This design comes from an exercise in tuning for small area, a short achievable clock period and few clock cycles on the open sky130 flow, not from production work. At most, simulation tests tie the RTL to the original design; equivalence was not proved. For run 5, only the layout was checked, not whether the RTL still works. Power and IR drop assume default switching activity.

==> flow/design.v <==
module JAM (
input CLK,
input RST,
output reg [2:0] W,
output reg [2:0] J,
input [6:0] Cost,
output reg [3:0] MatchCount,
output reg [9:0] MinCost,
output reg Valid );
localparam [2:0] PH_HUNG = 3'd0, PH_AUG = 3'd1, PH_TIGHT = 3'd2, PH_RES = 3'd3,
                 PH_RYS = 3'd4, PH_DONE = 3'd5;
localparam [3:0] ROOT = 4'b1000;
integer k;
reg [2:0] ph;
reg       s0v, s0k, s0first, s0last, s0trr, s0lazy, s0zero, s0t, s0pen, s0ante, s0a3;
reg       spec;            
reg [2:0] specj;
reg [7:0] rem;
reg [2:0] i;             
reg [3:0] j0;            
reg [7:0] used, usedprev;
reg [6:0] Dprev;
reg [8:0] K;
reg [7:0] bestD;         
reg [2:0] bj, bp;
reg       bpv;
reg [7:0] tmask;
reg [2:0] ja;
reg [7:0] M   [0:7];     
reg [6:0] w   [0:7];     
reg [2:0] way [0:7];     
reg [2:0] p   [0:7];
reg [7:0] pv;
reg [7:0] mrd;
reg [6:0] wrd;
reg       s1v, s1k, s1first, s1last, s1trr, s1lazy, s1zero, s1t, s1pen, s1ante, s1a3;
reg [2:0] s1c;
reg       s2v, s2k, s2first, s2last, s2trr, s2t, s2pen, s2ante, s2a3;
reg [2:0] s2c;
reg [6:0] cost_q;
reg       upq;
reg [8:0] wq;
reg [7:0] Mq1;
reg       s3v, s3k, s3first, s3last, s3trr, s3t, s3pen, s3ante, s3a3;
reg [2:0] s3c;
wire      s3rf = (s3c == 3'd0);
wire      s3rl = (s3c == 3'd7);
reg [7:0] yq, Mq2;
reg [2:0] pq;
reg       pvq;
reg [7:0] Rm, Cm, xq;
reg       sgnk;
reg       rlast;
reg       pvld, plast, ppar;
reg [3:0] pq03, pq47;
reg       pvld2, plast2, ppar2;
reg  [7:0] rowb [0:7];
reg  [7:0] F, Fcols;
always @(*) begin
    F = 8'd0; Fcols = 8'd0;
    for (k = 0; k < 8; k = k + 1) begin
        rowb[k] = {M[7][k], M[6][k], M[5][k], M[4][k], M[3][k], M[2][k], M[1][k], M[0][k]} & Cm;
        if (Rm[k] & (rowb[k] != 8'd0) & ((rowb[k] & (rowb[k] - 8'd1)) == 8'd0)) begin
            F[k] = 1'b1;
            Fcols = Fcols | rowb[k];
        end
    end
end
wire [7:0] xn   = ((xq | ~Cm) + 8'd1) & Cm;
function [3:0] pop8;
    input [7:0] b;
    reg [1:0] f0, f1, h0, f2, f3, h1, h2;
    begin
        f0 = b[0] + b[1] + b[2];             
        f1 = b[3] + b[4] + b[5];
        h0 = b[6] + b[7];
        f2 = f0[0] + f1[0] + h0[0];          
        f3 = f0[1] + f1[1] + h0[1];          
        h1 = f2[1] + f3[0];                  
        h2 = f3[1] + h1[1];                  
        pop8 = {h2[1], h2[0], h1[0], f2[0]};
    end
endfunction
reg [3:0] fac [0:7];
reg [3:0] fq  [0:7];
always @(*) begin
    for (k = 0; k < 8; k = k + 1)
        fac[k] = Rm[k] ? pop8({M[7][k], M[6][k], M[5][k], M[4][k], M[3][k], M[2][k], M[1][k], M[0][k]} & xq) : 4'd1;
end
wire [3:0] pr01 = fq[0] * fq[1];
wire [3:0] pr23 = fq[2] * fq[3];
wire [3:0] pr45 = fq[4] * fq[5];
wire [3:0] pr67 = fq[6] * fq[7];
wire [3:0] pr03 = pr01 * pr23;
wire [3:0] pr47 = pr45 * pr67;
wire [3:0] prod = pq03 * pq47;
wire [6:0] wl    = upq ? (wrd + Dprev - mrd[6:0]) : wrd;
wire [8:0] wk    = (s1k | s1first | s1t) ? {2'b00, wl} : ({2'b00, wrd} + K);
wire [8:0] knew  = {1'b0, bestD} - {2'b00, Cost} - {2'b00, wrd};
wire [8:0] yfull = {2'b00, cost_q} + wq;
wire [7:0] ysat  = (yfull[8] | yfull[7]) ? 8'h80 : {1'b0, yfull[6:0]};
wire       c_yB = yq < bestD;
wire       c_MB = Mq2 < bestD;
wire       c_yM = yq < Mq2;
wire       upd  = s3first | c_yM;
wire       take = s3trr | (upd ? c_yB : c_MB);
wire [7:0] nD   = take ? (upd ? yq : Mq2) : bestD;
wire [7:0] c3bit = 8'd1 << s3c;
wire [2:0] nj   = take ? s3c : bj;
wire [7:0] bjbit  = 8'd1 << bj;
wire [7:0] nbit   = take ? c3bit : bjbit;
wire [7:0] nused  = take ? (used | c3bit) : (used | bjbit);
wire [7:0] nrem   = take ? (~used & ~c3bit) : (~used & ~bjbit);
wire [2:0] np   = take ? pq  : bp;
wire       npv  = take ? pvq : bpv;
wire       hscan = s3v & ~s3k & ~s3t;
wire       hend  = hscan & s3last;
wire       hpen  = hscan & s3pen;
wire       hante = hscan & s3ante;
wire       ha3   = hscan & s3a3;
wire       specok = spec & npv & (nj == specj);
wire       tlt   = s3rf | c_yB;
wire       teq   = (yq == bestD);
wire [7:0] nmask = tlt ? c3bit : teq ? (tmask | c3bit) : tmask;
wire       tend  = s3v & s3t & s3rl & (W == 3'd7) & ~s0v;
reg  [7:0] rlow, remn, q1, q2, q3, q4;
always @(*) begin
    q1[0] = rem[0];
    for (k = 1; k < 8; k = k + 1) q1[k] = q1[k-1] | rem[k];
    rlow[0] = rem[0];
    for (k = 1; k < 8; k = k + 1) rlow[k] = rem[k] & ~q1[k-1];
    remn = rem & ~rlow;
    q1[0] = remn[0]; q2[0] = 1'b0; q3[0] = 1'b0; q4[0] = 1'b0;
    for (k = 1; k < 8; k = k + 1) begin
        q1[k] = q1[k-1] | remn[k];
        q2[k] = q2[k-1] | (remn[k] & q1[k-1]);
        q3[k] = q3[k-1] | (remn[k] & q2[k-1]);
        q4[k] = q4[k-1] | (remn[k] & q3[k-1]);
    end
end
reg  [2:0] rlowi;
always @(*) begin
    rlowi = 3'd0;
    for (k = 7; k >= 0; k = k - 1) if (rlow[k]) rlowi = k;
end
wire [2:0] jwc  = way[ja];
wire [3:0] jw   = {jwc == ja, jwc};
wire       augd = (ph == PH_AUG) & jw[3];
wire       rowend = (ph == PH_HUNG) & hend & ~specok & ~npv;
reg        early;
always @(posedge CLK) begin
    s1k <= s0k; s1first <= s0first; s1last <= s0last; s1trr <= s0trr;
    s1lazy <= s0lazy; s1zero <= s0zero; s1t <= s0t;
    s1c <= J; s1pen <= s0pen; s1ante <= s0ante; s1a3 <= s0a3;
    s2k <= s1k; s2first <= s1first; s2last <= s1last; s2trr <= s1trr;
    s2t <= s1t; s2c <= s1c; s2pen <= s1pen; s2ante <= s1ante; s2a3 <= s1a3;
    s3k <= s2k; s3first <= s2first; s3last <= s2last; s3trr <= s2trr;
    s3t <= s2t; s3c <= s2c; s3pen <= s2pen; s3ante <= s2ante; s3a3 <= s2a3;
    mrd <= M[J];
    wrd <= s0zero ? 7'd0 : w[J];
    upq <= s0lazy & usedprev[J];
    cost_q <= Cost;
    if (s1v & s1k) K <= knew;
    wq     <= wk;
    Mq1    <= mrd;
    if (s1v & (s1zero | s1lazy)) w[s1c] <= wl;
    yq  <= ysat;
    Mq2 <= Mq1;
    pq  <= p[s2c];
    pvq <= pv[s2c];
    if (hscan) begin
        if (upd) begin
            M[s3c]   <= yq;
            way[s3c] <= j0[3] ? s3c : j0[2:0];
        end
        bestD <= nD;
        bj    <= nj;
        bp    <= np;
        bpv   <= npv;
    end
    if (hend) ja <= nj;
    if (s3v & s3t) begin
        if (tlt) bestD <= yq;
        tmask <= nmask;
        if (s3rl)
            for (k = 0; k < 8; k = k + 1) M[k] <= {M[k][6:0], nmask[k]};
    end
    if (ph == PH_AUG) begin
        p[ja] <= jw[3] ? i : p[jw[2:0]];
        ja    <= jw[2:0];
    end
    if (rowend) usedprev <= used;
    if (augd) begin
        Dprev    <= bestD[6:0];
    end
    if (tend) begin
        Rm <= 8'hFF;
        Cm <= 8'hFF;
    end
    if (ph == PH_RES) begin
        Rm <= Rm & ~F;
        Cm <= Cm & ~Fcols;
        xq    <= 8'd0;
        sgnk  <= ^Cm;
        rlast <= 1'b0;
        pvld  <= 1'b0;
        plast <= 1'b0;
        pvld2  <= 1'b0;
        plast2 <= 1'b0;
        MatchCount <= 4'd0;
    end
    if (ph == PH_RYS) begin
        if (~rlast) xq <= xn;
        if (xq == Cm) rlast <= 1'b1;
        pvld   <= ~rlast;
        plast  <= ~rlast & (xq == Cm);
        pvld2  <= pvld;
        plast2 <= plast;
        if (pvld2) MatchCount <= MatchCount + (ppar2 ? (4'd0 - prod) : prod);
    end
    for (k = 0; k < 8; k = k + 1) fq[k] <= fac[k];
    pq03 <= pr03;
    pq47 <= pr47;
    ppar  <= (^xq) ^ sgnk;
    ppar2 <= ppar;
end
always @(posedge CLK or posedge RST) begin
    if (RST) begin
        ph <= PH_HUNG;
        W <= 3'd0; J <= 3'd0;
        s0v <= 1'b1; s0k <= 1'b0; s0first <= 1'b1; s0last <= 1'b0; s0trr <= 1'b1;
        s0lazy <= 1'b0; s0zero <= 1'b1; s0t <= 1'b0;
        s0pen <= 1'b0; s0ante <= 1'b0; s0a3 <= 1'b0; spec <= 1'b0; early <= 1'b0;
        rem <= 8'hFE;
        i <= 3'd0; j0 <= ROOT;
        used <= 8'd0;
        pv <= 8'd0;
        s1v <= 1'b0; s2v <= 1'b0; s3v <= 1'b0;
        MinCost <= 10'd0; Valid <= 1'b0;
    end else begin
        s1v <= s0v; s2v <= s1v; s3v <= s2v;
        if (s0v) begin
            if (s0t) begin
                if ((W == 3'd7) & (J == 3'd7)) begin
                    s0v <= 1'b0;
                end else begin
                    J <= J + 3'd1;
                    if (J == 3'd7) W <= W + 3'd1;
                    s0lazy <= s0lazy & (J != 3'd7);
                end
            end else if (rem == 8'd0) begin
                s0v <= 1'b0;
            end else begin
                J <= rlowi;
                rem <= remn;
                s0k <= 1'b0;
                s0trr <= s0k;
                s0last <= (remn == 8'd0);
                s0pen <= q1[7] & ~q2[7];
                s0ante <= q2[7] & ~q3[7];
                s0a3 <= q3[7] & ~q4[7];
            end
        end
        case (ph)
        PH_HUNG: begin
            if ((ha3 | hante | hpen) & ~spec & npv) begin
                W <= np; J <= nj;
                rem <= nrem;
                s0v <= 1'b1; s0k <= 1'b1; s0first <= 1'b0; s0last <= 1'b0; s0trr <= 1'b0;
                s0lazy <= 1'b0; s0zero <= 1'b0; s0pen <= 1'b0; s0ante <= 1'b0; s0a3 <= 1'b0;
                spec <= 1'b1;
                specj <= nj;
            end
            if (hend) spec <= 1'b0;
            if (hend & specok) begin
                used <= nused;
                j0 <= {1'b0, nj};
            end else if (hend) begin
                if (spec) begin
                    s1v <= 1'b0;
                    s2v <= 1'b0;
                    s3v <= 1'b0;
                end
                if (npv) begin
                    used <= nused;
                    j0 <= {1'b0, nj};
                    W <= np; J <= nj;
                    rem <= nrem;
                    s0v <= 1'b1; s0k <= 1'b1; s0first <= 1'b0; s0last <= 1'b0; s0trr <= 1'b0;
                    s0lazy <= 1'b0; s0zero <= 1'b0; s0pen <= 1'b0; s0ante <= 1'b0; s0a3 <= 1'b0;
                end else begin
                    ph <= PH_AUG;
                    early <= 1'b1;
                    used <= 8'd0;
                    j0 <= ROOT;
                    W <= (i == 3'd7) ? 3'd0 : i + 3'd1;
                    J <= 3'd0;
                    s0v <= 1'b1; s0k <= 1'b0; s0first <= 1'b1; s0last <= 1'b0; s0trr <= 1'b1;
                    s0lazy <= 1'b1; s0zero <= 1'b0; s0pen <= 1'b0; s0ante <= 1'b0; s0a3 <= 1'b0;
                    rem <= 8'hFE;
                    if (i == 3'd7) begin
                        s0t <= 1'b1; s0first <= 1'b0; s0trr <= 1'b0;
                    end
                end
            end
        end
        PH_AUG: begin
            pv[ja] <= 1'b1;
            early <= 1'b0;
            if (early & ~jw[3]) begin
                s0v <= 1'b0;
                s1v <= 1'b0;
            end
            if (jw[3] & early) begin
                MinCost <= MinCost + {2'd0, bestD};
                if (i == 3'd7) ph <= PH_TIGHT;
                else begin
                    ph <= PH_HUNG;
                    i <= i + 3'd1;
                end
            end else if (jw[3]) begin
                MinCost <= MinCost + {2'd0, bestD};
                used <= 8'd0;
                j0 <= ROOT;
                W <= (i == 3'd7) ? 3'd0 : i + 3'd1;
                J <= 3'd0;
                s0v <= 1'b1; s0k <= 1'b0; s0first <= 1'b1; s0last <= 1'b0; s0trr <= 1'b1;
                s0lazy <= 1'b1; s0zero <= 1'b0; s0pen <= 1'b0; s0ante <= 1'b0; s0a3 <= 1'b0;
                rem <= 8'hFE;
                if (i == 3'd7) begin
                    ph <= PH_TIGHT;
                    s0t <= 1'b1; s0first <= 1'b0; s0trr <= 1'b0;
                end else begin
                    ph <= PH_HUNG;
                    i <= i + 3'd1;
                end
            end
        end
        PH_TIGHT: begin
            if (tend) ph <= PH_RES;
        end
        PH_RES: begin
            if (F == 8'd0) ph <= PH_RYS;
        end
        PH_RYS: begin
            if (plast2) begin
                ph <= PH_DONE;
                Valid <= 1'b1;
            end
        end
        default: ;
        endcase
    end
end
endmodule
==> flow/run.sh <==
#!/bin/bash
# synth_recipe.tcl (not shown) runs the flow's synth.tcl, then flattens the netlist and writes it again
# the make line also repeats each setting of config.mk as NAME=value (left out here)
make -C /OpenROAD-flow-scripts/flow DESIGN_CONFIG=/design/flow/config.mk WORK_HOME=/design/flow/orfs CLKGATE_MAP_FILE= SYNTH_SCRIPT=/design/flow/synth_recipe.tcl finish
==> flow/config.mk <==
export PLATFORM = sky130hd
export DESIGN_NAME = JAM
export DESIGN_NICKNAME = JAM
export VERILOG_FILES = /design/flow/design.v
export SDC_FILE = /design/flow/constraint.sdc
export NUM_CORES = 4
export LEC_CHECK = 0
export ABC_CLOCK_PERIOD_IN_PS = 2000
export CAP_MARGIN = 20
export CORE_MARGIN = 2
export CORE_UTILIZATION = 40
export SETUP_SLACK_MARGIN = 3.0
export SLEW_MARGIN = 20
==> flow/constraint.sdc <==
create_clock -name core_clock -period 6.0 [get_ports {CLK}]
set_input_delay 1.2000 -clock core_clock [delete_from_list [all_inputs] [get_ports {CLK}]]
set_output_delay 1.2000 -clock core_clock [all_outputs]
set_load 0.01 [all_outputs]
==> results of run 1 <==
metal layers:
layer  share of wire [%]  global-route usage, %  wire length [um]  vias up
li1                    -                      -                 -     7999
met1                  43                  29.46             29260     8796
met2                  47                  33.90             31350      648
met3                 6.8                  3.762              4542      147
met4                 3.1                  6.621              2103        2
met5               0.019                      0                13        -
worst reg2reg max path, cell delays in order (launching register included):
cell	delay, ns
dfxtp_4	0.36
clkinvlp_4	0.12
buf_4	0.17
ha_1	0.29
a211o_1	0.27
o2111ai_2	0.11
a211oi_2	0.11
buf_4	0.17
o211ai_1	0.19
a21boi_2	0.11
a311oi_4	0.30
buf_6	0.16
buf_6	0.10
o221ai_4	0.14
buf_12	0.19
o22ai_4	0.15
cell usage in the layout (no fill, tap or decap), types with 30 or more instances in the layout:
cell type  count
xnor2_1       88
nor2b_1       30
nor2_1       112
mux4_2        44
fa_1          47
buf_4         92
mux2i_1       31
edfxtp_1     234
o21ai_0       77
inv_1        118
ha_1         119
a21o_1        85
clkbuf_16     51
and2_1        97
nand2_1      238
a21oi_1       60
dfrtp_1       52
nand3_1       36
dfxtp_1      131
nand2b_1      30
sequential cells by signal, summed over array words and instances, names as in the netlist, 9 cells and up, named ones only:
signal / flops
M: 64
K: 9
fq: 32
wq: 9
MinCost: 10
w: 56
p: 24
way: 24
cell families (layout without fill, tap and decap cells):
| group | after synthesis | count (layout) | synth area share [%] |
|---|---|---|---|
| simple gates | 663 | 666 | 13.29 |
| flops | 462 | 462 | 49.28 |
| compound gates | 415 | 415 | 11.56 |
| buf+inv | 214 | 363 | 3.439 |
| fa+ha+maj | 195 | 195 | 11.48 |
| xor+xnor | 114 | 114 | 4.120 |
| mux | 104 | 104 | 6.831 |
| other cells | 0 | 1 | 0 |
power groups by stage:
stage                     Clock, uW  Combinational (uW)  Sequential [uW]
after floorplan                   0                59.6             3370
after global placement            0                80.7             3380
after detailed placement          0                82.5             3380
after CTS                      3210                91.8             3310
after global routing           3330                 111             3300
final                          3150                99.0             3300
what timing repair did:
item,CTS,global route
gates cloned,4,4
setup endpoints to repair,190,126
pin swaps,32,54
buffers inserted,67,21
resized for setup,92,116
path summary, 6_finish.rpt:
path / startpoint / endpoint / slack, ns
max: bestD[1] / J[0] / 2.98
min: s2a3 / s3a3 / 0.33
max reg2reg: bestD[1] / J[0] / 2.98
min reg2reg: s2a3 / s3a3 / 0.33
max in group asynchronous: RST / J[1] / 4.11
min in group asynchronous: RST / W[0] / 1.23
stage by stage:
stage / setup slack, ns / power, uW / instances / cell area, sq um
finish: 2.976 / 6555 / 3102 / 28830
floorplan: 2.833 / 3431 / 2167 / 24250
detailed placement: 2.078 / 3458 / 2913 / 25340
CTS: 2.950 / 6606 / 3076 / 28040
global placement: 2.123 / 3456 / 2913 / 25340
global route: 2.829 / 6742 / 3101 / 28830
Yosys cell counts, types with 35 or more instances:
library cell    n
edfxtp_1      234
ha_1          136
mux4_2         44
fa_1           49
and2_1         99
dfxtp_1       161
nand3_1        36
mux2i_1        35
a21o_1         85
nand2_1       241
inv_1         127
nor2_1        120
o21ai_0        89
a21oi_1        75
xnor2_1        89
clkbuf_1       74
dfrtp_1        55
cell type report:
class,instances,area (sq um),area share [%]
multi-input combinational,1494,12260,42.51
antenna,1,2.502,0.008679
tap,782,978.4,3.394
timing repair buffer,144,1393,4.830
clock inverter,26,329.1,1.141
inverter,127,494.2,1.714
clock buffer,66,1361,4.721
sequential,462,12020,41.68
==> flow_summary.toml, run 1 <==
[run_status]
status = "finished clean"

[sta]
grt_setup_unrepaired = "true"
worst_pin_slew_ns = 1.184
finClkSkew_ns = 0.03225
setup_viol = 0
setup_tns_ns = 0
holdWs_ns = 0.3252
slew_headroom_pct = 20.78
fin_crit_sh_pct = 50.40
fmax_mhz = 330.7
finalMaxSlewViolations = 0
hold_viol_final = 0
fin_crit_ns = 3.024

[global_route]
grt.overflow.total = 0
grt_max_degree = 71
track_usage_pct = 21.24
antenna_found_initial = 1
grt_pass1_vias = 17660
grt_pass1_wl_mm = 103.5

[critical_path]
cp_top_family = "compound AO/OA/AOI/OAI gates"
end_kind = "flip-flop"
arrival_ns = 3.56
cpMaxStageDelayCell = "dfxtp_4"
critPathMaxStageDelay_ns = 0.36
cp-start-kind = "flip-flop"
cp.depth = 15
cp_max_fo = 6
critPathKind = "flip-flop to flip-flop"
rr_worst_depth = 15
worst_ep_required_time_ns = 6.54
cp_cell_sequence = "clkinvlp_4 > buf_4 > ha_1 > a211o_1 > o2111ai_2 > a211oi_2 > buf_4 > o211ai_1 > a21boi_2 > a311oi_4 > buf_6 > buf_6 > o221ai_4 > buf_12 > o22ai_4"
cp_num_buf_inv = 6

[floorplanning]
die_y_um = 250.1
dieWidth_um = 250.1
core-area_sq_um = 60130
start_util_pct = 40.30
die-area_sq_um = 62570
io_pins = 30
num_rows = 90

[synth]
avgSynthCellArea_sq_um = 11.18
ys_warn_count = 4
synthArstFlopShare_pct = 14.50
synth-main-ff-cell = "edfxtp_1"
synth_top_cell_by_area = "edfxtp_1"
netlist_area_sq_um = 24230
syn_nets = 2361
synth_edf_count = 234
yosys.area.top_type_share_pct = 29.00
synth_seq_cells = 462
ys_types = 79
ys_seq_area_share_pct = 49.28
yosys-top-cells-area = "edfxtp_1 (29%), dfxtp_1 (13%), ha_1 (7.0%), dfrtp_1 (5.7%), mux4_2 (4.1%)"
synth_cells = 2167

[power_and_ir_drop]
comb_power_share_pct = 1.5
vdd_ir_drop_max_uv = 192.5
power_leakage_uw = 0.01144
pwr-share-clk_pct = 48.1
p_switching_uw = 1383
switching_share_pct = 21.10
power_density_nw_per_um2 = 227.3
pwr-share-seq_pct = 50.4
internal-power_uw = 5172

[route]
dr_total_vias = 17590
drtIter0Drc = 1687
avgViaCountPerCell = 5.671
dr.pass1.iters = 9
ant_nets = 0
wl_mm = 67.27
drc = 0
wl_per_cell_um = 21.68

[final_layout]
nets = 2472
syn_to_final_growth_pct = 18.99
drive_above_1_share_pct = 18.63
n_fill_cell = 5330
finish.utilization_pct = 47.95

[clocking]
numCtsBuffers = 49
cts_hold_buf = 0
clock_latency_ns = 0.62
clkSlewWorstSetupHoldPaths_ns = 0.07
cts-root-buf = "clkbuf_16"
cts_tree = "done"
cts_sinks = 462
clk_path_buf_depth = 3
htree_levels = 2

[worst_hold_path]
worstHoldPathCells = 0
hp-class = "flip-flop to flip-flop"

[place]
io_buffer_count = 29
gp_congestion = 0.8930
dpl.hpwl_mm = 44.72

[run]
drv_cap = 0
Testbench counts, summed over its fixed seeds: cycles 3,348.
==> inputs of run 2 (changes only) <==
--- a/flow/config.mk
+++ b/flow/config.mk
@@ -6,8 +6,9 @@
 export NUM_CORES = 4
 export LEC_CHECK = 0
-export ABC_CLOCK_PERIOD_IN_PS = 2000
+export ABC_AREA = 1
+export ABC_CLOCK_PERIOD_IN_PS = 2500
 export CAP_MARGIN = 20
 export CORE_MARGIN = 2
 export CORE_UTILIZATION = 40
-export SETUP_SLACK_MARGIN = 3.0
+export SETUP_SLACK_MARGIN = 3.25
 export SLEW_MARGIN = 20
==> run 2 against run 1 <==
  * Still clean
  * Routed wire length rose by 10%
  * Sequential power barely moved
  * Worst setup slack better by 0.13 ns
  * Power increased by 2.6%
  * Via count grew 17%
  * Register-to-register slack gained 0.13 ns
==> flow_summary.toml, run 2 <==
[route]
wl_per_cell_um = 18.93
drtIter0Drc = 1643
avgViaCountPerCell = 5.246
dr.pass1.iters = 6
drc = 0
dr_total_vias = 20550
ant_nets = 0
wl_mm = 74.15

[sta]
fin_crit_sh_pct = 48.18
grt_setup_unrepaired = "true"
fin_crit_ns = 2.891
setup_viol = 0
hold_viol_final = 0
setup_tns_ns = 0
fmax_mhz = 345.9
finClkSkew_ns = 0.04153
setup_ws_ns = 3.109
worst_pin_slew_ns = 0.9754
finalMaxSlewViolations = 0
slew_headroom_pct = 34.47

[critical_path]
cpMaxStageDelayCell = "dfxtp_2"
critPathKind = "flip-flop to flip-flop"
cp_top_family = "adder cells"
end_kind = "flip-flop"
arrival_ns = 3.39
cp_max_fo = 3
cp_cell_sequence = "nand2_2 > inv_2 > ha_4 > ha_4 > ha_4 > inv_2 > nor2_2 > ha_1 > ha_1 > ha_2 > xnor2_2 > xor2_1 > xnor2_2 > xor2_2"
worst_ep_required_time_ns = 6.50
cp_num_buf_inv = 2
cp-start-kind = "flip-flop"
critPathMaxStageDelay_ns = 0.33
crit_top_cell = "ha_4"

[power_and_ir_drop]
power_leakage_uw = 0.01349
power.total_uw = 6727
vdd_ir_drop_max_uv = 271.6
power_density_nw_per_um2 = 221.6

[clocking]
numCtsBuffers = 51
cts_sinks = 462
htree_levels = 2
clk_path_buf_depth = 3
cts_tree = "done"
cts-root-buf = "clkbuf_16"
clock_latency_ns = 0.64
clkSlewWorstSetupHoldPaths_ns = 0.06

[place]
dpl.hpwl_mm = 52.49
io_buffer_count = 29
dp_slack_ns = 2.414
gp_congestion = 0.9297

[synth]
synthArstFlopShare_pct = 14.50
ys_seq_area_share_pct = 47.39
yosys.area.top_type_share_pct = 27.89
synthAdderAreaFrac_pct = 10.65
synth-xor-area-share_pct = 3.128
synth_seq_cells = 462
netlist_area_sq_um = 25200
synth_top_family_by_area = "simple AND/OR/NAND/NOR gates"
synth_top_cell_by_area = "edfxtp_1"
synth-main-ff-cell = "edfxtp_1"
yosysMostFrequentCell = "nand2_1"
yosys.area_share.simple_pct = 17.74
yosys-top-cells-count = "nand2_1 (635), inv_1 (430), o21ai_0 (276)"
yosys-top-cells-area = "edfxtp_1 (28%), dfxtp_1 (13%), nand2_1 (9.5%), ha_1 (6.8%), inv_1 (6.4%)"
avgSynthCellArea_sq_um = 8.683
ys_warn_count = 4
synth_edf_count = 234
synth.mux.area_fraction_pct = 0.2036
syn_nets = 3096
synth_cells = 2902
ys_types = 64
synth_compound_area_share_pct = 12.95

[floorplanning]
die-area_sq_um = 65020
num_rows = 92
core-area_sq_um = 62620
dieWidth_um = 255.0
start_util_pct = 40.24
io_pins = 30
die_y_um = 255.0

[final_layout]
layout_common_cells = "nand2_1 (605), inv_1 (407), o21ai_0 (248)"
layout.cells.most_common = "nand2_1"
drive_above_1_share_pct = 16.67
nets = 3223
n_antenna_cell = 0
regMostFlops = "M"
largest_reg_flops = 64
syn_to_final_growth_pct = 20.49
top_regs = "M x64, w x56, fq x32"

[run_status]
status = "finished clean"

[global_route]
grt.overflow.total = 0
grt_pass1_vias = 20170
track_usage_pct = 22.54
grt_max_degree = 53
grt_pass1_wl_mm = 113.2
antenna_found_initial = 1

[worst_hold_path]
hp-class = "flip-flop to flip-flop"

[run]
drv_cap = 0
[run 2: repair_timing]
item	4_1_cts	5_1_grt
gates cloned	5	2
buffers inserted	52	48
endpoints found under the setup margin	309	254
pin swaps	18	101
resized for setup	109	244
hold buffers	0	0
[run 2: stage by stage]
stage | hold slack, ns | cells | cell area, sq um | util (%)
global placement | 0.3101 | 3714 | 26410 | 42.18
finish | 0.3245 | 3918 | 30360 | 48.48
floorplan | 0.3096 | 2902 | 25280 | -
CTS | 0.3264 | 3868 | 29000 | 46.30
global route | 0.3317 | 3918 | 30360 | 48.48
detailed placement | 0.3121 | 3715 | 26420 | 42.19
[run 2: routing by layer]
metal | part of all wire [%] | vias up | GRT usage [%]
met5 | 0 | - | 0
met4 | 3.7 | 0 | 8.354
met3 | 6.5 | 173 | 3.234
met2 | 47 | 709 | 37.62
met1 | 43 | 9833 | 29.77
li1 | - | 9837 | -
[run 2: cell type report]
| cell class | instances | area [sq um] |
|---|---|---|
| clock buffers | 66 | 1468 |
| clock inverters | 30 | 326.6 |
| fillers | 5869 | 32260 |
| inverters | 440 | 1715 |
| multi-input cells | 1924 | 12390 |
| flip-flops and latches | 462 | 12040 |
| well taps | 846 | 1059 |
| repair buffers | 149 | 1351 |
| repair inverters | 1 | 8.758 |
[run 2: cells by family after synthesis]
logic type / count (synthesis)
multiplexers: 5
XOR/XNOR: 90
adder cells (fa/ha/maj): 185
flip-flops: 462
AO/OA/AOI/OAI: 578
buffers and inverters: 520
AND/OR/NAND/NOR: 1062
[run 2: worst paths after layout]
check                      endpoint  startpoint  slack, ns  cells after the start
min in group asynchronous      spec         RST       1.19                      2
hold reg to reg              Mq2[2]      Mq1[2]       0.32                      0
setup reg to reg            pq47[3]    fq[6][1]       3.11                     14
hold / removal               Mq2[2]      Mq1[2]       0.32                      0
max in group asynchronous      J[2]         RST       3.76                      3
setup / recovery            pq47[3]    fq[6][1]       3.11                     14
[run 2: worst register-to-register path: cells and delay by family, from the launching register on]
kind	cells	cell delay, ns
adders and majority gates	6	1.44
buffers and inverters	2	0.07
DFF	1	0.33
and+or+nand+nor	2	0.15
xor gates and xnor gates	4	0.81
[run 2: power by group]
group | leakage [uW] | internal [uW] | switching [uW]
logic | 0.00850 | 51.3 | 75.7
registers | 0.00411 | 3300 | 7.79
clock network | 0.000879 | 1920 | 1370
==> inputs of run 3 (changes only) <==
--- a/flow/config.mk
+++ b/flow/config.mk
@@ -11,4 +11,4 @@
 export CORE_MARGIN = 2
 export CORE_UTILIZATION = 40
-export SETUP_SLACK_MARGIN = 3.25
+export SETUP_SLACK_MARGIN = 2.8
 export SLEW_MARGIN = 20
==> run 3 against run 2 <==
  * Still clean
  * Maximum frequency shrank 7.9%
  * Flip-flop and latch count is the same
  * Core utilization shrank 2.7 points
  * Clock-buffer cell count grew 9
  * Critical path type is now flip-flop to output pin
  * Power grew 1.6%
  * Critical endpoint is now J[0]
  * Worst setup slack lost 0.25 ns
  * Cell count shrank 1.8%
  * Via count shrank 2.2%
  * Design area shrank 5.5%
  * Sequential power is essentially flat
  * First-iteration DRC count grew 1.7%
  * Highest routed layer unchanged
  * Die area is the same
==> flow_summary.toml, run 3 <==
[floorplanning]
die_y_um = 255.0
start_util_pct = 40.24
core-area_sq_um = 62620
io_pins = 30
dieWidth_um = 255.0
die-area_sq_um = 65020
num_rows = 92

[power_and_ir_drop]
vdd_ir_drop_max_uv = 296.9
power_density_nw_per_um2 = 238.4
power_leakage_uw = 0.01299
power.total_uw = 6836

[synth]
synth_top_cell_by_area = "edfxtp_1"
synth_edf_count = 234
ys_warn_count = 4
avgSynthCellArea_sq_um = 8.683
synth_seq_cells = 462
netlist_area_sq_um = 25200
synthArstFlopShare_pct = 14.50
yosysMostFrequentCell = "nand2_1"
syn_nets = 3096
synth_cells = 2902
ys_types = 64
ys_seq_area_share_pct = 47.39
yosys.area.top_type_share_pct = 27.89
yosys-top-cells-area = "edfxtp_1 (28%), dfxtp_1 (13%), nand2_1 (9.5%), ha_1 (6.8%), inv_1 (6.4%)"
synth-main-ff-cell = "edfxtp_1"
yosys-top-cells-count = "nand2_1 (635), inv_1 (430), o21ai_0 (276)"

[critical_path]
end_kind = "output pin"
critPathKind = "flip-flop to output pin"
worst_ep_required_time_ns = 4.80
crit_start = "J[0]"
r2r-start = "bestD[1]"
cp_max_fo = 38
arrival_ns = 1.94
cp-start-kind = "flip-flop"

[final_layout]
drive_above_1_share_pct = 8.297
layout_common_cells = "nand2_1 (631), inv_1 (426), o21ai_0 (267)"
largest_reg_flops = 64
regMostFlops = "M"
nets = 3151
top_regs = "M x64, w x56, fq x32"
layout.cells.most_common = "nand2_1"
syn_to_final_growth_pct = 13.82
finish.utilization_pct = 45.80

[global_route]
antenna_found_initial = 0
grt_pass1_vias = 19950
grt_max_degree = 53
grt_pass1_wl_mm = 110.8
track_usage_pct = 22.03
grt.overflow.total = 0

[clocking]
cts-root-buf = "clkbuf_16"
clkSlewWorstSetupHoldPaths_ns = 0.06
cts_tree = "done"
cts_sinks = 462
numCtsBuffers = 52
clk_path_buf_depth = 3
htree_levels = 2
cts_hold_buf = 0
clock_latency_ns = 0.63

[sta]
fmax_mhz = 318.7
grt_setup_unrepaired = "true"
slew_headroom_pct = 23.78
fin_crit_sh_pct = 52.29
setup_tns_ns = 0
holdWs_ns = 0.3204
fin_crit_ns = 3.137
finClkSkew_ns = 0.04121
finalMaxSlewViolations = 0
hold_viol_final = 0
setup_viol = 0
worst_pin_slew_ns = 1.131

[worst_hold_path]
worstHoldStart = "Mq1[2]"
hp-class = "flip-flop to flip-flop"

[route]
drc = 0
dr_total_vias = 20110
ant_nets = 0
drtIter0Drc = 1671
dr.pass1.iters = 7
avgViaCountPerCell = 5.225
wl_per_cell_um = 18.51
wl_mm = 71.24

[run_status]
status = "finished clean"

[place]
io_buffer_count = 29
gp_congestion = 0.9567
dpl.hpwl_mm = 53.00

[run]
drv_cap = 0
[run 3: cell type report]
cell class | instances | area (sq um)
fill | 6084 | 33940
sequential | 462 | 11960
multi-input combinational | 1920 | 11350
inverter | 440 | 1664
clock buffer | 75 | 1585
tap | 846 | 1059
timing repair buffer | 81 | 754.5
clock inverter | 23 | 306.5
antenna | 1 | 2.502
[run 3: cell families after synthesis]
logic type      after synthesis  share of synthesized area, %
buf+inv                     520                         7.940
compound gates              578                         12.95
flops                       462                         47.39
simple gates               1062                         17.74
mux                           5                        0.2036
fa+ha+maj                   185                         10.65
xor+xnor                     90                         3.128
[run 3: routing by layer]
layer  vias up  part of all wire, %  GRT usage [%]
met5         -                    0              0
met4         0                  3.2          7.870
met3       139                  5.8          3.224
met2       612                   47          37.27
met1      9678                   44          28.75
li1       9677                    -              -
[run 3: power by group]
group	switching (uW)	total, uW	internal [uW]
registers	6.07	3310	3310
clock network	1350	3420	2070
logic	64.3	102	37.5
total	1420	6840	5410
[run 3: path summary, 6_finish.rpt]
check / to / slack, ns / cells after the start
min: Mq2[2] / 0.32 / 0
min reg2reg: Mq2[2] / 0.32 / 0
max reg2reg: s0v / 2.98 / 19
max: J[0] / 2.86 / 2
min in group asynchronous: pv[0] / 1.12 / 2
max in group asynchronous: rem[3] / 4.09 / 3
[run 3: through the flow]
step	instances	area, sq um	setup WS, ns
2_1_floorplan	2902	25200	2.968
3_3_place_gp	3718	26360	2.249
3_5_place_dp	3719	26380	2.278
4_1_cts	3823	28380	2.692
5_1_grt	3847	28680	2.799
6_report	3848	28680	2.863
[run 3: worst max-delay path, stage by stage (launching register included)]
cell             delay, ns
dfrtp_4               0.50
buf_12                0.22
clkdlybuf4s50_1       0.57
[run 3: what timing repair did]
item,CTS,global route
gates cloned,0,0
setup endpoints to repair,62,95
resized for setup,22,24
setup buffers,6,24
pin swaps,1,3
==> inputs of run 4 (changes only) <==
--- a/flow/config.mk
+++ b/flow/config.mk
@@ -11,4 +11,4 @@
 export CORE_MARGIN = 2
 export CORE_UTILIZATION = 40
-export SETUP_SLACK_MARGIN = 2.8
+export SETUP_SLACK_MARGIN = 3.0
 export SLEW_MARGIN = 20
==> run 4 against run 3 <==
  * Power fell by 1.2%
  * Via count up 0.43%
  * Area after synthesis did not move
  * Synthesized cell count stayed put
  * Hold slack improved by 0.0036 ns
  * Cell count grew 0.10%
  * Routed wire length down 0.25%
  * Sequential power hardly changed
  * Die area did not move
  * Global-route usage is 0.14 points lower
  * Worst setup slack improved by 0.21 ns
==> flow_summary.toml, run 4 <==
[sta]
setup_viol = 0
slew_headroom_pct = 33.27
setup_tns_ns = 0
fin_crit_ns = 2.926
finClkSkew_ns = 0.06475
fmax_mhz = 341.8
finalMaxSlewViolations = 0
worst_pin_slew_ns = 0.9905
grt_setup_unrepaired = "true"
holdWs_ns = 0.3240
fin_crit_sh_pct = 48.77
hold_viol_final = 0

[floorplanning]
core-area_sq_um = 62620
start_util_pct = 40.24
num_rows = 92
io_pins = 30
dieWidth_um = 255.0
die-area_sq_um = 65020
die_y_um = 255.0

[final_layout]
regMostFlops = "M"
top_regs = "M x64, w x56, fq x32"
nets = 3156
n_antenna_cell = 0
syn_to_final_growth_pct = 14.45
drive_above_1_share_pct = 9.747
largest_reg_flops = 64
layout_common_cells = "nand2_1 (629), inv_1 (422), o21ai_0 (261)"
final_area_sq_um = 28840
layout.cells.most_common = "nand2_1"

[route]
avgViaCountPerCell = 5.242
wl_per_cell_um = 18.45
drc = 0
ant_nets = 0
dr.pass1.iters = 6
drtIter0Drc = 1766
wl_mm = 71.07
dr_total_vias = 20190

[synth]
ys_seq_area_share_pct = 47.39
ys_warn_count = 4
synth_top_cell_by_area = "edfxtp_1"
yosys-top-cells-area = "edfxtp_1 (28%), dfxtp_1 (13%), nand2_1 (9.5%), ha_1 (6.8%), inv_1 (6.4%)"
synth_cells = 2902
netlist_area_sq_um = 25200
yosysMostFrequentCell = "nand2_1"
syn_nets = 3096
yosys.area.top_type_share_pct = 27.89
synth-main-ff-cell = "edfxtp_1"
synthArstFlopShare_pct = 14.50
synth_seq_cells = 462
yosys-top-cells-count = "nand2_1 (635), inv_1 (430), o21ai_0 (276)"
avgSynthCellArea_sq_um = 8.683
ys_types = 64
synth_edf_count = 234

[global_route]
antenna_found_initial = 1
track_usage_pct = 21.90
grt_pass1_vias = 20050
grt_pass1_wl_mm = 110.6
grt.overflow.total = 0
grt_max_degree = 70

[run]
drv_cap = 0

[place]
gp_congestion = 0.9111
dpl.hpwl_mm = 52.39
io_buffer_count = 29
dpl-instance-area_sq_um = 26370

[critical_path]
end_kind = "flip-flop"
arrival_ns = 3.45
critPathKind = "flip-flop to flip-flop"
cp-start-kind = "flip-flop"
worst_ep_required_time_ns = 6.52
cp_max_fo = 12

[clocking]
cts_sinks = 462
clk_path_buf_depth = 3
cts_tree = "done"
cts-root-buf = "clkbuf_16"
numCtsBuffers = 52
cts_hold_buf = 0
htree_levels = 2
clock_latency_ns = 0.65
clkSlewWorstSetupHoldPaths_ns = 0.06

[run_status]
status = "finished clean"

[worst_hold_path]
hp-class = "flip-flop to flip-flop"

[power_and_ir_drop]
power.total_uw = 6755
power_density_nw_per_um2 = 234.2
power_leakage_uw = 0.01304
vdd_ir_drop_max_uv = 240.0
## run 4: cell counts after synthesis
Identical to the previous run, type by type.
## run 4: power breakdown
part | switching, uW | internal, uW | leakage [uW] | total [uW]
sequential | 6.10 | 3300 | 0.00411 | 3310
clock | 1390 | 1950 | 0.000917 | 3340
combinational | 65.9 | 37.6 | 0.00801 | 104
total | 1460 | 5290 | 0.0130 | 6760
## run 4: final timing paths
check / from / cells after the start / end / slack, ns
setup / recovery: Cm[5] / 15 / ph[1] / 3.07
hold / removal: s2first / 0 / s3first / 0.32
setup reg to reg: Cm[5] / 15 / ph[1] / 3.07
hold reg to reg: s2first / 0 / s3first / 0.32
max in group asynchronous: RST / 3 / j0[3] / 3.77
min in group asynchronous: RST / 2 / early / 1.20
## run 4: metal layers
layer  track usage, %  up-vias  routed length (um)  part of all wire, %
met5                0        -                   0                    0
li1                 -     9700                   -                    -
met3            3.326      134                4620                  6.5
met1            28.42     9669               30440                   43
met2            36.90      689               33740                   47
met4            8.287        0                2262                  3.2
## run 4: area by class of cell
cell class | count | area (sq um)
Clock buffer | 69 | 1531
Clock inverter | 29 | 314.1
Inverter | 440 | 1658
Timing Repair Buffer | 85 | 772.0
Fill cell | 6018 | 33780
Multi-Input combinational cell | 1921 | 11520
Sequential cell | 462 | 11980
Tap cell | 846 | 1059
## run 4: through the flow
step                      instances  setup slack, ns  util [%]
after floorplan                2902            3.025         -
final                          3852            3.074     46.06
after CTS                      3833            2.854     45.51
after global routing           3852            2.908     46.06
after detailed placement       3717            2.340     42.11
after global placement         3716            2.294     42.09
## run 4: logic make-up after synthesis
logic type / after synthesis / share of synthesized area [%]
compound gates: 578 / 12.95
xor+xnor: 90 / 3.128
fa+ha+maj: 185 / 10.65
buf+inv: 520 / 7.940
flops: 462 / 47.39
mux: 5 / 0.2036
simple gates: 1062 / 17.74
## run 4: what timing repair did
action,4_1_cts,5_1_grt
setup endpoints to repair,116,125
endpoints found under the hold margin,0,0
buffers inserted,18,17
cloned,0,2
gates resized for setup,44,46
pin swaps,11,20
## run 4: worst max-delay path: stages (launching register included)
cell and delay [ns]:
edfxtp_1 0.78, nand2_1 0.28, nand4_1 0.17, nand3_1 0.08, nand2_1 0.09, nand3b_1 0.33, nand2_1 0.16, inv_1 0.10
nand3_1 0.19, nand2_1 0.14, nand2_1 0.08, nor2_2 0.10, nand3_1 0.11, nor2_1 0.14, nand2_1 0.06, nand2_1 0.06
==> inputs of run 5 (changes only) <==
--- a/flow/design.v
+++ b/flow/design.v
@@ -100,7 +100,17 @@
 wire [8:0] yfull = {2'b00, cost_q} + wq;
 wire [7:0] ysat  = (yfull[8] | yfull[7]) ? 8'h80 : {1'b0, yfull[6:0]};
-wire       c_yB = yq < bestD;
-wire       c_MB = Mq2 < bestD;
-wire       c_yM = yq < Mq2;
+function lt8;
+    input [7:0] x, y;
+    reg         l;
+    integer     n;
+    begin
+        l = 1'b0;
+        for (n = 0; n < 8; n = n + 1) l = (~x[n] & y[n]) | (~(x[n] & ~y[n]) & l);
+        lt8 = l;
+    end
+endfunction
+wire       c_yB = lt8(yq, bestD);
+wire       c_MB = lt8(Mq2, bestD);
+wire       c_yM = lt8(yq, Mq2);
 wire       upd  = s3first | c_yM;
 wire       take = s3trr | (upd ? c_yB : c_MB);
@@ -124,11 +134,12 @@
 wire [7:0] nmask = tlt ? c3bit : teq ? (tmask | c3bit) : tmask;
 wire       tend  = s3v & s3t & s3rl & (W == 3'd7) & ~s0v;
+wire [7:0] remx = s0k ? (rem & ~(8'd1 << J)) : rem;
 reg  [7:0] rlow, remn, q1, q2, q3, q4;
 always @(*) begin
-    q1[0] = rem[0];
-    for (k = 1; k < 8; k = k + 1) q1[k] = q1[k-1] | rem[k];
-    rlow[0] = rem[0];
-    for (k = 1; k < 8; k = k + 1) rlow[k] = rem[k] & ~q1[k-1];
-    remn = rem & ~rlow;
+    q1[0] = remx[0];
+    for (k = 1; k < 8; k = k + 1) q1[k] = q1[k-1] | remx[k];
+    rlow[0] = remx[0];
+    for (k = 1; k < 8; k = k + 1) rlow[k] = remx[k] & ~q1[k-1];
+    remn = remx & ~rlow;
     q1[0] = remn[0]; q2[0] = 1'b0; q3[0] = 1'b0; q4[0] = 1'b0;
     for (k = 1; k < 8; k = k + 1) begin
@@ -249,5 +260,5 @@
                     s0lazy <= s0lazy & (J != 3'd7);
                 end
-            end else if (rem == 8'd0) begin
+            end else if (remx == 8'd0) begin
                 s0v <= 1'b0;
             end else begin
@@ -266,5 +277,5 @@
             if ((ha3 | hante | hpen) & ~spec & npv) begin
                 W <= np; J <= nj;
-                rem <= nrem;
+                rem <= ~used;
                 s0v <= 1'b1; s0k <= 1'b1; s0first <= 1'b0; s0last <= 1'b0; s0trr <= 1'b0;
                 s0lazy <= 1'b0; s0zero <= 1'b0; s0pen <= 1'b0; s0ante <= 1'b0; s0a3 <= 1'b0;
@@ -286,5 +297,5 @@
                     j0 <= {1'b0, nj};
                     W <= np; J <= nj;
-                    rem <= nrem;
+                    rem <= ~used;
                     s0v <= 1'b1; s0k <= 1'b1; s0first <= 1'b0; s0last <= 1'b0; s0trr <= 1'b0;
                     s0lazy <= 1'b0; s0zero <= 1'b0; s0pen <= 1'b0; s0ante <= 1'b0; s0a3 <= 1'b0;
--- a/flow/config.mk
+++ b/flow/config.mk
@@ -6,5 +6,4 @@
 export NUM_CORES = 4
 export LEC_CHECK = 0
-export ABC_AREA = 1
 export ABC_CLOCK_PERIOD_IN_PS = 2500
 export CAP_MARGIN = 20
==> run 5 against run 4 <==
  * Still clean on timing, DRC and antenna
  * Sequential power barely moved
  * Non-clock buffer count rose by 35
  * Area after synthesis fell by 3.0%
  * Core utilization rose by 1.4 points
  * Flip-flop and latch count did not move
  * Clock skew fell by 0.026 ns
  * Register-to-register slack got worse by 0.23 ns
  * Hold slack got worse by 0.0050 ns
  * Via count fell by 13%
  * Global-route usage fell by 0.89 points
  * Critical endpoint is now ph[0]
  * Largest cell class is now multi-input combinational cells
  * Highest routed layer unchanged
==> flow_summary.toml, run 5 <==
[power_and_ir_drop]
power.total_uw = 6446
power_density_nw_per_um2 = 225.0
power_leakage_uw = 0.01111
vdd_ir_drop_max_uv = 195.9

[route]
wl_mm = 67.10
wl_per_cell_um = 21.58
drtIter0Drc = 1783
avgViaCountPerCell = 5.632
ant_nets = 0
drc = 0
dr_total_vias = 17520
dr.pass1.iters = 8

[sta]
setup_viol = 0
worst_pin_slew_ns = 1.081
grt_setup_unrepaired = "true"
setup_tns_ns = 0
finClkSkew_ns = 0.03874
slew_headroom_pct = 27.40
fin_crit_sh_pct = 52.52
fin_crit_ns = 3.151
hold_viol_final = 0
finalMaxSlewViolations = 0
fmax_mhz = 317.3
setup_ws_ns = 2.849

[place]
dp_slack_ns = 1.735
dpl.hpwl_mm = 46.47
dp.cells = 2945
io_buffer_count = 29
dpl-instance-area_sq_um = 25630
gp_congestion = 0.8831

[final_layout]
drive_above_1_share_pct = 17.31
top_regs = "M x64, w x56, fq x32"
syn_to_final_growth_pct = 17.23
nets = 2476
final_area_sq_um = 28640
layout.cells.most_common = "nand2_1"
multi_input_area_sq_um = 12430
regArea_sq_um = 11990
n_fill_cell = 5428
largest_reg_flops = 64
n_antenna_cell = 0
regMostFlops = "M"
layout_common_cells = "nand2_1 (254), edfxtp_1 (234), dfxtp_1 (143)"
stdcell_count = 3110

[synth]
yosys-top-cells-area = "edfxtp_1 (29%), dfxtp_1 (13%), ha_1 (6.8%), dfrtp_1 (5.6%), mux4_2 (4.2%)"
ys_warn_count = 4
yosys-top-cells-count = "nand2_1 (258), edfxtp_1 (234), dfxtp_1 (161)"
synth_edf_count = 234
ys_seq_area_share_pct = 48.87
yosys.area.top_type_share_pct = 28.76
synthArstFlopShare_pct = 14.50
syn_nets = 2382
netlist_area_sq_um = 24430
synth_seq_cells = 462
avgSynthCellArea_sq_um = 11.15
synth-main-ff-cell = "edfxtp_1"
synth_cells = 2192
synth_top_cell_by_area = "edfxtp_1"
ys_types = 88
yosysMostFrequentCell = "nand2_1"

[worst_hold_path]
hp-class = "flip-flop to flip-flop"

[clocking]
numCtsBuffers = 50
clkSlewWorstSetupHoldPaths_ns = 0.06
htree_levels = 2
clock_latency_ns = 0.62
clk_path_buf_depth = 3
cts_hold_buf = 0
cts_tree = "done"
cts-root-buf = "clkbuf_16"
cts_sinks = 462

[critical_path]
critPathKind = "flip-flop to flip-flop"
ff2ff_setup_slack_ns = 2.85
worst_ep_required_time_ns = 6.50
cp_max_fo = 10
cp-start-kind = "flip-flop"
arrival_ns = 3.65
end_kind = "flip-flop"

[floorplanning]
num_rows = 90
start_util_pct = 40.48
die-area_sq_um = 63080
dieWidth_um = 251.2
core-area_sq_um = 60360
die_y_um = 251.2
io_pins = 30

[global_route]
grt_pass1_vias = 17490
grt_max_degree = 73
track_usage_pct = 21.01
grt.overflow.total = 0
antenna_found_initial = 0
grt_pass1_wl_mm = 103.0

[run_status]
status = "finished clean"

[run]
drv_cap = 0
## run 5: cell types whose count changed in the layout (fill, tap and decap cells not counted), sizes merged, moves of 43 or more
cell,delta
nand2,-398
inv,-302
a21oi,-43
o21ai,-203
mux4,+46
a21o,+79
nor2,-151
and2,+104
## run 5: worst max-delay path, stage by stage (launching register included)
cell,delay (ns)
edfxtp_1,0.55
a222oi_1,0.52
nand3_1,0.17
and3b_1,0.29
o21ai_0,0.14
o211a_2,0.25
or3_4,0.42
nor4_4,0.35
mux2i_1,0.12
o211a_1,0.22
## run 5: cell families (layout without fill, tap and decap cells)
group           count (synthesis)  in the layout  synth area share [%]
simple gates                  653            654                 12.98
xor+xnor                      118            118                 4.230
flops                         462            462                 48.87
buf+inv                       219            354                 3.441
compound gates                443            443                 12.43
mux                           100            100                 6.616
fa+ha+maj                     197            197                 11.44
## run 5: stage by stage
stage | utilization (%) | hold slack (ns)
after CTS | 46.27 | 0.3226
final | 47.46 | 0.3190
after global routing | 47.46 | 0.3277
after floorplan | - | 0.3096
after global placement | 42.44 | 0.3118
after detailed placement | 42.46 | 0.3121
## run 5: final timing paths
path	start	end	cells after the start
max	Cm[2]	ph[0]	9
min	s2last	s3last	0
max reg2reg	Cm[2]	ph[0]	9
min reg2reg	s2last	s3last	0
max in group asynchronous	RST	J[2]	3
min in group asynchronous	RST	pv[2]	2
## run 5: metal layers
layer	up-vias	track usage (%)	share of wire [%]
li1	8034	-	-
met1	8662	29.08	44
met2	660	34.25	47
met3	160	2.785	6.5
met4	0	6.718	3.0
met5	-	0	0
## run 5: timing repair
item,CTS,global route
endpoints found under the setup margin,200,127
resized for setup,81,104
cloned,1,2
pin swaps,32,51
setup buffers,39,29
## run 5: power breakdown
| part | leakage (uW) | internal, uW | switching, uW | total, uW |
|---|---|---|---|---|
| registers | 0.00404 | 3300 | 3.86 | 3300 |
| logic | 0.00628 | 34.8 | 45.1 | 79.9 |
| clock network | 0.000790 | 1740 | 1330 | 3060 |
| total | 0.0111 | 5070 | 1370 | 6450 |
## run 5: area by class of cell
class | instances | share of cell area (%)
well taps | 782 | 3.416
flip-flops and latches | 462 | 41.87
clock inverters | 21 | 0.7120
clock buffers | 73 | 4.949
repair buffers | 120 | 3.761
inverters | 140 | 1.883
multi-input cells | 1512 | 43.41

==> what the ideal ports hide <==
How much do the figures lean on ideal ports? The routed layouts below were timed once more, with nothing changed but the port constraints.
Step 1 sets driving cells, clkbuf_16 on the clock port and buf_2 on the other inputs (assumed; they add their load-dependent delay and slew).
Step 2 also shifts input and output timing later by t, the mid clock arrival at the registers, as if the neighbouring blocks saw the same clock.
Three values: ideal ports, drivers, drivers and shift; two values: the first two.
run | shift t [ns] | slack for setup (ns) | worst setup path at the end | slew at the worst register clock pin (ns) | worst slew at a driven data input, ns
run 1 | 0.662 | 2.976 / 2.976 / 2.465 | input to register | 0.07 / 0.07 | 0.03
run 2 | 0.677 | 3.109 / 3.109 / 2.699 | input to register | 0.07 / 0.07 | 0.04
run 3 | 0.666 | 2.863 / 2.804 / 2.357 | input to register | 0.07 / 0.07 | 0.04
run 4 | 0.672 | 3.074 / 3.074 / 2.494 | input to register | 0.07 / 0.07 | 0.04
run 5 | 0.657 | 2.849 / 2.849 / 2.474 | input to register | 0.07 / 0.07 | 0.04
After both steps setup and hold are still met in every run listed. For run 4, which loses most, drivers alone change the setup slack by 0.000 ns; drivers and shift together by -0.580 ns.
